What follows belongs to an exercise in optimizing a design on an open flow for small area and a short achievable clock period; a production flow would make more cautious choices. Only simulation tests tie the RTL to the original design; equivalence was not proved. No activity file was given, so power comes from the tool's default toggle rates.

`flow/constraint.sdc`:
```
create_clock -name core_clock -period 32.0 [get_ports {clock}]
set_input_delay 6.4000 -clock core_clock [delete_from_list [all_inputs] [get_ports {clock}]]
set_output_delay 6.4000 -clock core_clock [all_outputs]
set_load 0.01 [all_outputs]
```
`flow/design.v`:
```
module elidon_core(
  input         clock,
  input         reset,
  output [15:0] imem_addr,
  input  [15:0] imem_rdata,
  output [15:0] dmem_addr,
  output        dmem_read,
  output        dmem_write,
  output [15:0] dmem_wdata,
  input  [15:0] dmem_rdata
);
  localparam integer K1 = 3;
  reg  [15:0] pcReg;
  reg  [15:0] f_ins;
  reg  [255:0] rf;
  reg  [15:0] d_ins;
  reg  [15:0] d_rs1;
  reg  [15:0] d_rs2;
  reg  [15:0] d_tgt;
  reg  [2*K1-1:0]  d_rem;
  reg  [2*K1-1:0]  d_qhi;
  reg  [15-2*K1:0] d_alo;
  reg  [15:0] d_ub;
  reg  [17:0] d_ub3;
  reg         d_neg;
  reg  [15:0] e_res;
  reg         e_neg;
  reg  [15:0] e_rdsv;
  reg         e_wb;
  reg         e_st;
  reg         e_ld;
  reg  [15:0] m_wv;
  wire [3:0]  op = d_ins[15:12];
  wire        op_c = op == 4'hc;
  wire        op_d = op == 4'hd;
  wire        op_e = op == 4'he;
  wire        op_f = op == 4'hf;
  wire        rs1_zero = d_rs1 == 16'h0;
  wire        br_en = op_d | op_e | op_f | (op_c & rs1_zero);
  wire [15:0] br_pc = (op_d | op_e) ? d_rs1 : d_tgt;
  assign imem_addr = br_en ? br_pc : pcReg + 16'h2;
  always @(posedge clock) begin
    if (reset) pcReg <= 16'hfffe;
    else pcReg <= imem_addr;
    f_ins <= imem_rdata;
  end
  wire [3:0]  f_op = f_ins[15:12];
  wire [3:0]  ra = f_op[3] ? f_ins[7:4] : f_ins[11:8];
  wire [3:0]  rb = f_ins[3:0];
  wire [15:0] rA = rf[ra*16 +: 16];
  wire [15:0] rB = rf[rb*16 +: 16];
  wire [15:0] wb_data = e_ld ? dmem_rdata : m_wv;
  wire [3:0]  wb_addr = e_rdsv[3:0];
  wire        wb_en = e_ld | e_wb;
  wire [15:0] wb_d = reset ? 16'h0 : wb_data;
  genvar gi;
  generate
    for (gi = 0; gi < 16; gi = gi + 1) begin : g_rf
      always @(posedge clock) begin
        if (reset | (wb_en & (wb_addr == gi))) rf[gi*16 +: 16] <= wb_d;
      end
    end
  endgenerate
  wire [15:0] f_off = (f_op == 4'hc) ? {{8{f_ins[7]}}, f_ins[7:0]} :
                      (f_op == 4'he) ? 16'h2 : {{4{f_ins[11]}}, f_ins[11:0]};
  wire        sa = rA[15];
  wire        sb = rB[15];
  wire [15:0] ua = sa ? 16'h0 - rA : rA;
  wire [15:0] ub = sb ? 16'h0 - rB : rB;
  wire [17:0] ub3 = {2'b0, ub} + {1'b0, ub, 1'b0};
  function automatic [19:0] div_row;   
    input [16:0] x;     
    input [15:0] b;
    input [17:0] b3;
    reg [18:0] d1, d2, d3;
    begin
      d1 = {2'b0, x} - {3'b0, b};
      d2 = {2'b0, x} - {2'b0, b, 1'b0};
      d3 = {2'b0, x} - {1'b0, b3};
      if (!d3[18])      div_row = {1'b0, 2'd3, d3[16:0]};
      else if (!d2[18]) div_row = {1'b0, 2'd2, d2[16:0]};
      else if (!d1[18]) div_row = {1'b0, 2'd1, d1[16:0]};
      else              div_row = {1'b0, 2'd0, x};
    end
  endfunction
  wire [14:0] drem [0:K1];
  wire [1:0]  dq [0:K1-1];
  assign drem[0] = 15'h0;
  generate
    for (gi = 0; gi < K1; gi = gi + 1) begin : g_drow
      localparam integer WI = (2*gi < 15) ? 2*gi : 15;        
      localparam integer WO = (2*gi+2 < 15) ? 2*gi+2 : 15;    
      wire [16:0] x;
      wire [19:0] r;
      if (WI == 0) begin : g_x0
        assign x = {15'h0, ua[15-2*gi], ua[14-2*gi]};
      end else begin : g_x
        assign x = {{(15-WI){1'b0}}, drem[gi][WI-1:0], ua[15-2*gi], ua[14-2*gi]};
      end
      assign r = div_row(x, ub, ub3);
      assign dq[gi] = r[18:17];
      assign drem[gi+1] = {{(15-WO){1'b0}}, r[WO-1:0]};
    end
  endgenerate
  wire [2*K1-1:0] dq_all;
  generate
    for (gi = 0; gi < K1; gi = gi + 1) begin : g_dq
      assign dq_all[2*K1-1-2*gi -: 2] = dq[gi];
    end
  endgenerate
  always @(posedge clock) begin
    d_ins <= f_ins;
    d_rs1 <= rA;
    d_rs2 <= rB;
    d_tgt <= pcReg + f_off;
    d_rem <= drem[K1][2*K1-1:0];
    d_qhi <= dq_all;
    d_alo <= ua[15-2*K1:0];
    d_ub  <= ub;
    d_ub3 <= ub3;
    d_neg <= sa ^ sb;
  end
  wire [14:0] erem [K1:8];
  wire [1:0]  eq [K1:7];
  assign erem[K1] = {{(15-2*K1){1'b0}}, d_rem};
  generate
    for (gi = K1; gi < 8; gi = gi + 1) begin : g_erow
      localparam integer WI = (2*gi < 15) ? 2*gi : 15;
      localparam integer WO = (2*gi+2 < 15) ? 2*gi+2 : 15;
      wire [16:0] x;
      wire [19:0] r;
      assign x = {{(15-WI){1'b0}}, erem[gi][WI-1:0], d_alo[15-2*gi], d_alo[14-2*gi]};
      assign r = div_row(x, d_ub, d_ub3);
      assign eq[gi] = r[18:17];
      assign erem[gi+1] = {{(15-WO){1'b0}}, r[WO-1:0]};
    end
  endgenerate
  wire [15:0] quo;
  assign quo[15:16-2*K1] = d_qhi;
  generate
    for (gi = K1; gi < 8; gi = gi + 1) begin : g_eq
      assign quo[15-2*gi -: 2] = eq[gi];
    end
  endgenerate
  wire        b_zero = d_rs2 == 16'h0;
  wire        use_sub = (op == 4'h3) | (op == 4'h5);
  wire [15:0] add_b = use_sub ? ~d_rs2 :
                      (op[3] ? {12'h0, d_ins[3:0]} : d_rs2);
  wire [15:0] added = d_rs1 + add_b + {15'h0, use_sub};
  wire        slt = (d_rs1[15] ^ d_rs2[15]) ? d_rs1[15] : added[15];
  wire [15:0] nrs2 = 16'h0 - d_rs2;
  wire        sh_right = d_rs2[15];
  wire [3:0]  sh_amt = sh_right ? nrs2[3:0] : d_rs2[3:0];
  wire        sh_big = sh_right ? (nrs2[15:4] != 12'h0) : (d_rs2[15:4] != 12'h0);
  wire [15:0] sh_in;
  wire [15:0] sh_l = sh_in << sh_amt;
  wire [15:0] sh_out;
  generate
    for (gi = 0; gi < 16; gi = gi + 1) begin : g_rev
      assign sh_in[gi] = sh_right ? d_rs1[15-gi] : d_rs1[gi];
      assign sh_out[gi] = sh_big ? 1'b0 : (sh_right ? sh_l[15-gi] : sh_l[gi]);
    end
  endgenerate
  wire [15:0] mul = d_rs1 * d_rs2;
  reg [15:0] alu;
  always @(*) begin
    case (op)
      4'h0: alu = d_rs1 & d_rs2;
      4'h1: alu = ~(d_rs1 | d_rs2);
      4'h2: alu = added;
      4'h3: alu = added;
      4'h4: alu = sh_out;
      4'h5: alu = {15'h0, slt};
      4'h6: alu = b_zero ? 16'h0 : quo;
      4'h7: alu = mul;
      4'h8: alu = added;
      4'h9: alu = added;
      4'ha: alu = {d_ins[7:0], d_rs1[7:0]};
      4'hb: alu = {d_rs1[15:8], d_ins[7:0]};
      4'hd: alu = 16'h0;
      default: alu = d_tgt;
    endcase
  end
  always @(posedge clock) begin
    if (reset) begin
      e_res  <= 16'h0;
      e_neg  <= 1'b0;
      e_rdsv <= 16'h0;
      e_wb   <= 1'b0;
      e_st   <= 1'b0;
      e_ld   <= 1'b0;
    end else begin
      e_res  <= alu;
      e_neg  <= (op == 4'h6) & d_neg & ~b_zero;
      e_rdsv <= (op == 4'h9) ? d_rs1 : {12'h0, d_ins[11:8]};
      e_wb   <= ~((op == 4'h9) | op_f | op_d | op_c);
      e_st   <= op == 4'h9;
      e_ld   <= op == 4'h8;
    end
  end
  assign dmem_addr  = e_neg ? 16'h0 - e_res : e_res;
  assign dmem_read  = e_ld;
  assign dmem_write = e_st;
  assign dmem_wdata = e_rdsv;
  always @(posedge clock) begin
    m_wv <= e_rdsv;
  end
endmodule
```
`flow/run.sh`:
```
#!/bin/bash
# synth_recipe.tcl (not shown) runs the flow's synth.tcl, then flattens the netlist and writes it again
# the make line also repeats each setting of config.mk as NAME=value (left out here)
make -C /OpenROAD-flow-scripts/flow DESIGN_CONFIG=/design/flow/config.mk WORK_HOME=/design/flow/orfs CLKGATE_MAP_FILE= SYNTH_SCRIPT=/design/flow/synth_recipe.tcl finish
```
`flow/config.mk`:
```
export PLATFORM = sky130hd
export DESIGN_NAME = elidon_core
export DESIGN_NICKNAME = elidon_core
export VERILOG_FILES = /design/flow/design.v
export SDC_FILE = /design/flow/constraint.sdc
export NUM_CORES = 4
export LEC_CHECK = 0
export CAP_MARGIN = 20
export CORE_MARGIN = 2
export CORE_UTILIZATION = 70
export SLEW_MARGIN = 20
```
==> impl_metrics.toml, run 1 <==
[timing]
period_needed_ns = 14.91
fin_tns_setup_ns = 0
max_slew_margin_pct = 15.3
worst_slew_pin_slew_ns = 1.23
setup_viol = 0
fmax_mhz = 67.1
slew_violations = 0
final_hold_viol_count = 0
skew_ns = 0.0696
rsz0062_at_grt = "no"
timing.final.crit_share_pct = 46.6

[power_and_ir_drop]
power_leakage_nw = 15.9
swShare_pct = 47.0
power_density_nw_per_um2 = 98.3
peakVddDrop_mv = 0.0900
seqPwrFrac_pct = 20.4
p_comb_share_pct = 64.3
power_switching_mw = 1.77
p_int_mw = 2.00
p_clk_share_pct = 15.2

[critical_path]
r2r_cells = 55
path_class = "reg -> reg"
reg2reg_slack_ns = 17.09
critPathArrivalTime_ns = 15.46
r2r-end = "e_res[0]$_SDFF_PP0_"
critPathCaptureType = "flip-flop"
cpMostUsedCell = "a21o_1"
r2r-start = "d_ub3[0]$_DFF_P_"
crit_fanout = 44
max_stage_delay_ns = 0.60
required_ns = 32.55
slowest_stage = "o31ai_1"
worstSetupStartpointType = "flip-flop"

[global_routing]
grtUsageTotal_pct = 48.5
grt_max_degree = 75
antenna_found_initial = 7
grt_pass1_wl_mm = 190
gr-total-overflow = 0
grt_pass1_vias = 31091

[detailed_routing]
final_antenna_net_count = 0
wl_mm = 127
drt_iter0_markers = 4902
drc = 0
firstDrtPassIters = 9
wl_per_cell_um = 30.0
vias = 31115
vias_per_cell = 7.37

[layout]
finalNetCount = 3956
drive_above_1_share_pct = 10.2
area_delta_synth_final_pct = 9.15
finish.utilization_pct = 76.9

[placement]
gp_congestion = 1.01
dp_hpwl_mm = 82.3
port_buffers = 83

[clocking]
clkTransAtPathRegs_ns = 0.07
cts_setup_buffers = 0
cts-root-buf = "clkbuf_16"
ctsResizeCount = 0
clkLatencyLatePin_ns = 0.65
numCtsBuffers = 45
htreeDepth = 2
cts_sinks = 458
cts_hold_buffers = 0
clockBufferDepth = 3
cts_tree = "done"

[worst_hold_path]
hp-class = "reg -> reg"
hold_path_end = "m_wv[4]$_DFF_P_"
holdCritStartpoint = "e_rdsv[4]$_SDFF_PP0_"
hold_path_depth = 0

[yosys]
synth_top_area_share_pct = 21.9
synth-seq-cells = 458
synthArstFlopShare_pct = 0
yosysTopAreaCell = "edfxtp_1"
seq_area_frac_synth_pct = 33.4
netlist_instances = 3470
yosys-top-cells-count = "ha_1, nand2_1, edfxtp_1"
syn_area_per_cell_sq_um = 10.1
synth_most_common_cell = "ha_1"
synth_area_leaders = "edfxtp_1, dfxtp_1, ha_1, mux4_2, fa_1"
synth.distinct_cells = 85
synth_warnings = 1
synth_edf_count = 256
synth.net_count = 3912
netlist_area_sq_um = 35100
synth_ff_type = "edfxtp_1"

[flow_run]
maxCapViolations = 0

[floorplanning]
ios = 84
core_area_sq_um = 49900
die_x_um = 228
fp-row-count = 82
start_util_pct = 70.4
dieArea_sq_um = 52000
die_h_um = 228

[run_status]
status = "timing/DRC/antenna clean"
==> power groups by stage <==
| stage | registers (mW) | logic [mW] | clock network (mW) |
|---|---|---|---|
| final | 0.769 | 2.42 | 0.574 |
| after global routing | 0.773 | 2.64 | 0.586 |
| after CTS | 0.761 | 2.35 | 0.566 |
| after detailed placement | 0.769 | 2.30 | 0 |
| after global placement | 0.763 | 2.22 | 0 |
| after floorplan | 0.738 | 1.73 | 0 |
==> sequential cells by signal, summed over array words and instances, names as in the netlist, 6 cells and up <==
name	flops
d_alo	10
d_ins	16
d_qhi	6
d_rem	6
d_rs1	15
d_rs2	15
d_tgt	16
d_ub	15
d_ub3	18
e_rdsv	16
e_res	16
f_ins	16
m_wv	16
pcReg	16
rf	256
==> worst max path at each step <==
stage / start / endpoint / slack [ns] / cells after the start
after global routing: d_ub3[0]$_DFF_P_ / e_res[0]$_SDFF_PP0_ / 16.00 / 54
after detailed placement: d_ub3[0]$_DFF_P_ / e_res[0]$_SDFF_PP0_ / 17.56 / 54
after global placement: d_ub3[0]$_DFF_P_ / e_res[0]$_SDFF_PP0_ / 18.06 / 55
final: d_ub3[0]$_DFF_P_ / e_res[0]$_SDFF_PP0_ / 17.09 / 55
after floorplan: d_ub3[0]$_DFF_P_ / e_res[0]$_SDFF_PP0_ / 20.08 / 55
after CTS: d_ub3[0]$_DFF_P_ / e_res[0]$_SDFF_PP0_ / 17.51 / 54
==> routing by layer <==
metal | global-route usage, % | vias to the layer above | share of wire (%)
met2 | 73.4 | 2855 | 43
met4 | 36.2 | 4 | 9.5
li1 | - | 12730 | -
met5 | 0 | - | 0.016
met3 | 15.7 | 911 | 14
met1 | 58.2 | 14615 | 34
==> critical path: cells and delay by family, from the launching register on <==
| kind | cells | cell delay, ns |
|---|---|---|
| DFF | 1 | 0.31 |
| adders and majority gates | 6 | 2.29 |
| buffers and inverters | 2 | 0.55 |
| muxes | 2 | 0.63 |
| and+or+nand+nor | 8 | 1.25 |
| AOI/OAI and AO/OA | 37 | 9.81 |
==> cells by family (layout without fill, tap and decap cells) <==
| group | after synthesis | in the layout | synth area share, % |
|---|---|---|---|
| AND/OR/NAND/NOR | 953 | 953 | 13.1 |
| flip-flops | 458 | 458 | 33.4 |
| adder cells (fa/ha/maj) | 408 | 408 | 16.8 |
| AO/OA/AOI/OAI | 770 | 770 | 14.4 |
| XOR/XNOR | 238 | 238 | 5.99 |
| buffers and inverters | 407 | 487 | 4.51 |
| other | 0 | 1 | 0 |
| multiplexers | 236 | 236 | 11.9 |
==> area by class of cell <==
type,count,area [sq um]
antenna,1,2.50
multi-input combinational,2605,21900
clock buffer,56,1210
clock inverter,27,347
sequential,458,11700
inverter,258,968
tap,672,841
fill,2956,11500
timing repair buffer,146,1300
==> stage by stage <==
stage	setup slack, ns	cells	hold WS [ns]	total power [mW]	area, sq um
4_1_cts	17.51	4220	0.356	3.67	38300
5_1_grt	16.00	4222	0.372	4.00	38300
2_1_floorplan	20.08	3470	0.322	2.47	35100
3_3_place_gp	18.06	4137	0.336	2.98	36700
3_5_place_dp	17.56	4137	0.340	3.07	36700
6_report	17.09	4223	0.361	3.77	38300
==> placed cells by master (no fill, tap or decap), types with 18 or more instances in the layout <==
cell | synthesis | routed
mux2i_1 | 80 | 78
mux4_2 | 143 | 143
xor2_1 | 80 | 80
nor4_1 | 19 | 18
buf_4 | 3 | 63
nand2b_1 | 38 | 38
dfxtp_1 | 202 | 198
xnor2_1 | 157 | 157
o21a_1 | 19 | 19
o31ai_1 | 23 | 23
nor2_1 | 233 | 229
edfxtp_1 | 256 | 256
clkdlybuf4s50_1 | 0 | 82
a221oi_1 | 21 | 21
a21oi_1 | 192 | 190
a31oi_1 | 24 | 24
or3_1 | 27 | 27
a22oi_1 | 41 | 41
a21o_1 | 90 | 88
a211oi_1 | 29 | 29
nor2b_1 | 39 | 39
ha_1 | 304 | 304
and2_1 | 96 | 96
nor3_1 | 77 | 74
nand3_1 | 68 | 68
nand2_1 | 270 | 270
fa_1 | 104 | 104
or2_2 | 24 | 24
inv_1 | 255 | 255
clkbuf_16 | 0 | 45
o21ai_0 | 159 | 158
o21bai_1 | 32 | 24
==> run 2, diff against run 1 <==
--- a/flow/config.mk
+++ b/flow/config.mk
@@ -7,5 +7,5 @@
 export LEC_CHECK = 0
 export CAP_MARGIN = 20
 export CORE_MARGIN = 2
-export CORE_UTILIZATION = 70
+export CORE_UTILIZATION = 40
 export SLEW_MARGIN = 20
==> run 2 against run 1 <==
Still clean on timing, DRC and antenna. Synthesized area unchanged. Hold slack got worse by 0.0075 ns. Flip-flop and latch count stayed put. Register-to-register slack better by 0.37 ns. Sequential share of layout area shrank 0.60 points. Core utilization fell by 32 points. Sequential power shrank 2%. Setup slack better by 0.37 ns. Critical path depth decreased by 1. First-iteration DRC count fell by 42%. Final cell count rose by 12%.
==> impl_metrics.toml, run 2 <==
[run_status]
status = "timing/DRC/antenna clean"

[detailed_routing]
firstDrtPassIters = 8
drc = 0
wl_mm = 109
wl_per_cell_um = 23.0
drt_iter0_markers = 2851
vias = 27721
vias_per_cell = 5.87
final_antenna_net_count = 0

[floorplanning]
fp-row-count = 108
dieArea_sq_um = 90200
start_util_pct = 40.4
core_area_sq_um = 86900
die_x_um = 300
ios = 84
die_h_um = 300

[clocking]
htreeDepth = 2
cts_hold_buffers = 0
ctsResizeCount = 0
clkTransAtPathRegs_ns = 0.07
cts_sinks = 458
clkLatencyLatePin_ns = 0.62
cts-root-buf = "clkbuf_16"
clockBufferDepth = 3
cts_tree = "done"
cts_setup_buffers = 0
numCtsBuffers = 49

[critical_path]
critPathCaptureType = "flip-flop"
worstSetupStartpointType = "flip-flop"
path_class = "reg -> reg"
crit_fanout = 44
cpMostUsedCell = "a21o_1"
slowest_stage = "o31ai_1"
critPathArrivalTime_ns = 15.05
required_ns = 32.51
max_stage_delay_ns = 0.70

[yosys]
synth-seq-cells = 458
synth.area.mux_share_pct = 11.9
yosysTopAreaCell = "edfxtp_1"
synth_area_leaders = "edfxtp_1, dfxtp_1, ha_1, mux4_2, fa_1"
syn_area_per_cell_sq_um = 10.1
yosys-top-cells-count = "ha_1, nand2_1, edfxtp_1"
synth_warnings = 1
netlist_area_sq_um = 35100
synth.net_count = 3912
seq_area_frac_synth_pct = 33.4
synthArstFlopShare_pct = 0
synth_most_common_cell = "ha_1"
synth_compound_gate_area_share_pct = 14.4
synth.distinct_cells = 85
synthAdderAreaFrac_pct = 16.8
synth_top_family_by_area = "adder cells"
synth_xor_xnor_area_share_pct = 5.99
synth_top_area_share_pct = 21.9
yosys.area_share.simple_pct = 13.1
synth_edf_count = 256
synth_ff_type = "edfxtp_1"
netlist_instances = 3470

[timing]
fmax_mhz = 68.8
worst_slew_pin_slew_ns = 1.16
timing.final.crit_share_pct = 45.4
slew_violations = 0
period_needed_ns = 14.54
fin_tns_setup_ns = 0
rsz0062_at_grt = "no"
final_hold_viol_count = 0
skew_ns = 0.0416
setup_viol = 0
hold_slack_ns = 0.354
max_slew_margin_pct = 22.6

[global_routing]
met3_usage_pct = 4.58
antenna_found_initial = 3
gr-total-overflow = 0
grt_busiest_layer = "met2"
grt_pass1_vias = 26538
grtUsageTotal_pct = 23.7
grt_pass1_wl_mm = 163
use_met2_pct = 37.2
grtUsageMet1_pct = 33.4
grt_max_degree = 75

[placement]
port_buffers = 83
gp_congestion = 0.929
dp_hpwl_mm = 78.3

[layout]
largest-register = "rf"
final_cell_mix = "ha_1, nand2_1, edfxtp_1"
largest_reg_flops = 256
area_delta_synth_final_pct = 11.3
drive_above_1_share_pct = 10.5
reg.largest.list = "rf (256), d_ub3 (18)"
finalNetCount = 3972
n_fill_cell = 8209
final_common_cell = "ha_1"

[worst_hold_path]
hp-class = "reg -> reg"

[power_and_ir_drop]
power_mw = 3.65
peakVddDrop_mv = 0.0547
power_leakage_nw = 16.0
power_density_nw_per_um2 = 93.3

[flow_run]
maxCapViolations = 0
## run 2: kinds of logic after synthesis
family                   count (synthesis)
AO/OA/AOI/OAI                          770
XOR/XNOR                               238
adder cells (fa/ha/maj)                408
buffers and inverters                  407
flip-flops                             458
multiplexers                           236
AND/OR/NAND/NOR                        953
## run 2: area by class of cell
cell class	count	area (sq um)	share of cell area, %
clock buffers	63	1330	3.39
clock inverters	27	322	0.822
flip-flops and latches	458	11700	30.0
diodes	1	2.50	0.00640
well taps	1155	1450	3.70
inverters	258	968	2.48
repair buffers	158	1390	3.55
multi-input cells	2605	21900	56.0
## run 2: per-layer routing
| metal | share of wire (%) | vias to the layer above |
|---|---|---|
| li1 | - | 12791 |
| met1 | 44 | 13559 |
| met2 | 45 | 1174 |
| met3 | 8.5 | 195 |
| met4 | 2.9 | 2 |
| met5 | 0.011 | - |
## run 2: worst max-delay path: cells and delay by family, from the launching register on
kind	cells	cell delay, ns
buf+inv	2	0.54
simple gates	8	1.36
mux	2	0.84
flops	1	0.32
fa+ha+maj	6	2.15
compound gates	36	9.20
## run 2: where the power goes
group	switching, mW	leakage [nW]	total [mW]	internal [mW]
registers	0.0604	4.33	0.753	0.693
clock network	0.246	0.804	0.576	0.330
logic	1.34	10.9	2.32	0.976
## run 2: final timing paths
kind                     startpoint  slack (ns)  cells past startpoint                   to
hold reg to reg   f_ins[14]$_DFF_P_        0.35                      0    d_ins[14]$_DFF_P_
hold / removal    f_ins[14]$_DFF_P_        0.35                      0    d_ins[14]$_DFF_P_
setup / recovery   d_ub3[0]$_DFF_P_       17.46                     54  e_res[0]$_SDFF_PP0_
setup reg to reg   d_ub3[0]$_DFF_P_       17.46                     54  e_res[0]$_SDFF_PP0_
## run 2: through the flow
| step | utilization (%) | setup slack (ns) | instance area [sq um] | instances |
|---|---|---|---|---|
| after floorplan | - | 20.08 | 35100 | 3470 |
| after global placement | 43.1 | 18.17 | 37400 | 4634 |
| after detailed placement | 43.1 | 17.70 | 37400 | 4634 |
| after CTS | 45.0 | 17.61 | 39100 | 4724 |
| after global routing | 45.0 | 16.24 | 39100 | 4724 |
| final | 45.0 | 17.46 | 39100 | 4725 |
==> run 3, diff against run 2 <==
==> flow/flow/run.sh (new file) <==
#!/bin/bash
set -euo pipefail
cd "$(dirname "$0")/.."
bash standard.sh SETUP_SLACK_MARGIN=20 finish > standard_flow.log 2>&1
==> flow/standard.sh (new file) <==
#!/bin/bash
# synth_recipe.tcl (not shown) runs the flow's synth.tcl, then flattens the netlist and writes it again
# the make line also repeats each setting of config.mk as NAME=value (left out here)
make -C /OpenROAD-flow-scripts/flow DESIGN_CONFIG=/design/flow/config.mk WORK_HOME=/design/flow/orfs CLKGATE_MAP_FILE= SYNTH_SCRIPT=/design/flow/synth_recipe.tcl "${@:-finish}"
removed: flow/run.sh
==> run 3 against run 2 <==
Clock skew is essentially flat. Critical path type unchanged. Combinational power grew 7%. Wire length grew 2.3%. Setup slack improved by 2.8 ns. Flip-flop and latch count stayed put. Synthesized area unchanged.
==> impl_metrics.toml, run 3 <==
[floorplanning]
dieArea_sq_um = 90200
ios = 84
die_h_um = 300
fp-row-count = 108
start_util_pct = 40.4
die_x_um = 300
core_area_sq_um = 86900

[critical_path]
crit_buf_inv = 4
critPathArrivalTime_ns = 12.15
max_stage_delay_ns = 0.50
worstSetupStartpointType = "flip-flop"
required_ns = 32.42
path_delay_family = "compound AO/OA/AOI/OAI gates"
slowest_stage = "or3_4"
critPathCaptureType = "flip-flop"
r2r-start = "d_ub[15]$_DFF_P_"
crit_fanout = 7
path_class = "reg -> reg"
cp-startpoint = "d_ub[15]$_DFF_P_"
cpMostUsedCell = "a21o_1"

[detailed_routing]
drt_iter0_markers = 2750
wl_per_cell_um = 23.2
firstDrtPassIters = 5
drc = 0
vias = 28070
final_antenna_net_count = 0
wl_mm = 111
vias_per_cell = 5.86

[timing]
final_hold_viol_count = 0
setup_viol = 0
skew_ns = 0.0417
max_slew_margin_pct = 24.4
timing.final.crit_share_pct = 36.6
worst_slew_pin_slew_ns = 1.13
rsz0062_at_grt = "yes"
fmax_mhz = 85.3
fin_tns_setup_ns = 0
slew_violations = 0
period_needed_ns = 11.73

[placement]
dp.cells = 4634
gp_congestion = 0.929
port_buffers = 83
dp_hpwl_mm = 78.3
place_area_sq_um = 37400

[power_and_ir_drop]
power_switching_mw = 1.73
power_density_nw_per_um2 = 94.8
p_clk_share_pct = 15.1
p_comb_share_pct = 65.2
peakVddDrop_mv = 0.0558
power_leakage_nw = 16.4
seqPwrFrac_pct = 19.8
power_mw = 3.82
swShare_pct = 45.3
p_int_mw = 2.09

[clocking]
numCtsBuffers = 49
clockBufferDepth = 3
cts_sinks = 458
clkTransAtPathRegs_ns = 0.06
clkLatencyLatePin_ns = 0.62
cts_hold_buffers = 0
htreeDepth = 2
cts-root-buf = "clkbuf_16"
cts_tree = "done"

[yosys]
netlist_area_sq_um = 35100
synth.distinct_cells = 85
yosysTopAreaCell = "edfxtp_1"
synth_ff_type = "edfxtp_1"
synth_edf_count = 256
netlist_instances = 3470
syn_area_per_cell_sq_um = 10.1
synth_warnings = 1
yosys-top-cells-count = "ha_1, nand2_1, edfxtp_1"
synth.net_count = 3912
synth_top_area_share_pct = 21.9
seq_area_frac_synth_pct = 33.4
synth-seq-cells = 458
synth_area_leaders = "edfxtp_1, dfxtp_1, ha_1, mux4_2, fa_1"
synthArstFlopShare_pct = 0
synth_most_common_cell = "ha_1"

[global_routing]
gr-total-overflow = 0
grt_max_degree = 75
grtUsageTotal_pct = 23.9
grt_pass1_wl_mm = 165
grt_pass1_vias = 26701
antenna_found_initial = 5

[layout]
largest-register = "rf"
reg.largest.list = "rf (256), d_ub3 (18)"
drive_above_1_share_pct = 14.6
final_cell_mix = "ha_1, nand2_1, edfxtp_1"
finalNetCount = 4037
stdcell_count = 4790
final_common_cell = "ha_1"
largest_reg_flops = 256
final_cell_area_sq_um = 40300
area_delta_synth_final_pct = 14.7

[worst_hold_path]
hp-class = "reg -> reg"
holdCritStartpoint = "f_ins[14]$_DFF_P_"

[flow_run]
maxCapViolations = 0

[run_status]
status = "timing/DRC/antenna clean"
run 3: cell count changes in the layout (fill, tap and decap cells not counted), sizes merged:
cell,delta
buf,+60
clkinvlp,+3
inv,-3
clkdlybuf4s15,+2
a211o,+1
bufbuf,+1
clkbuf,+1
run 3: metal layers:
layer	global-route usage, %	share of wire (%)	vias up
li1	-	-	12923
met1	33.7	43	13783
met2	37.9	45	1188
met3	4.24	8.5	174
met4	6.33	2.7	2
met5	0	0.011	-
run 3: repair_timing:
action	4_1_cts	5_1_grt
cloned	2	4
endpoints found under the setup margin	4	10
pin swaps	7	41
resized for setup	55	75
setup buffers	7	52
run 3: path summary, 6_finish.rpt:
check,end,slack (ns),cells after the start
worst min-delay path,d_ins[14]$_DFF_P_,0.35,0
worst max-delay path,e_res[1]$_SDFF_PP0_,20.27,55
worst min register to register,d_ins[14]$_DFF_P_,0.35,0
worst max register to register,e_res[1]$_SDFF_PP0_,20.27,55
run 3: through the flow:
stage	hold slack [ns]	utilization, %	worst slack (ns)
2_1_floorplan	0.322	-	20.08
3_3_place_gp	0.340	43.1	18.17
3_5_place_dp	0.337	43.1	17.70
4_1_cts	0.354	45.4	20.01
5_1_grt	0.360	46.3	19.72
6_report	0.355	46.3	20.27
run 3: logic make-up after synthesis:
| family | share of synthesized area (%) |
|---|---|
| and+or+nand+nor | 13.1 |
| AOI/OAI and AO/OA | 14.4 |
| DFF | 33.4 |
| adders and majority gates | 16.8 |
| buffers and inverters | 4.51 |
| xor gates and xnor gates | 5.99 |
| muxes | 11.9 |
run 3: layout make-up:
class,instances,area (sq um)
fill,8098,46600
multi-input combinational,2606,22500
clock inverter,27,322
antenna,1,2.50
clock buffer,63,1330
sequential,458,11700
tap,1155,1450
timing repair buffer,222,1950
inverter,258,980
run 3: power groups by stage:
stage / clock network (mW) / logic, mW / registers, mW
after CTS: 0.584 / 2.35 / 0.752
after global placement: 0 / 2.28 / 0.762
after detailed placement: 0 / 2.28 / 0.763
final: 0.575 / 2.49 / 0.755
after global routing: 0.608 / 2.76 / 0.761
after floorplan: 0 / 1.73 / 0.738

what the ideal ports hide:
The results above use ideal ports. As a check the final layouts listed here were re-extracted and re-timed, cells and wires unchanged.
Step 1: set_driving_cell puts a clkbuf_16 on clock and a buf_2 on each other input, an assumption about the parent block.
Step 2, shift: input delay + t, output delay - t, t = (earliest + latest rising clock arrival at the registers) / 2. This alone moves slack from input paths to output paths.
Three values: ideal, step 1, step 2; two values: the first two.
run	t, ns	slack for setup (ns)	worst hold slack (ns)	latest minus earliest clock arrival (ns)	cell pins on the clock port's net
run 1	0.678	17.091 / 17.091 / 17.091	0.361 / 0.361 / 0.361	0.070 / 0.070	1
run 2	0.661	17.457 / 17.457 / 17.457	0.354 / 0.354 / 0.354	0.042 / 0.041	1
run 3	0.660	20.273 / 20.273 / 20.273	0.355 / 0.355 / 0.355	0.041 / 0.042	1
After both steps setup and hold are still met in every run listed.
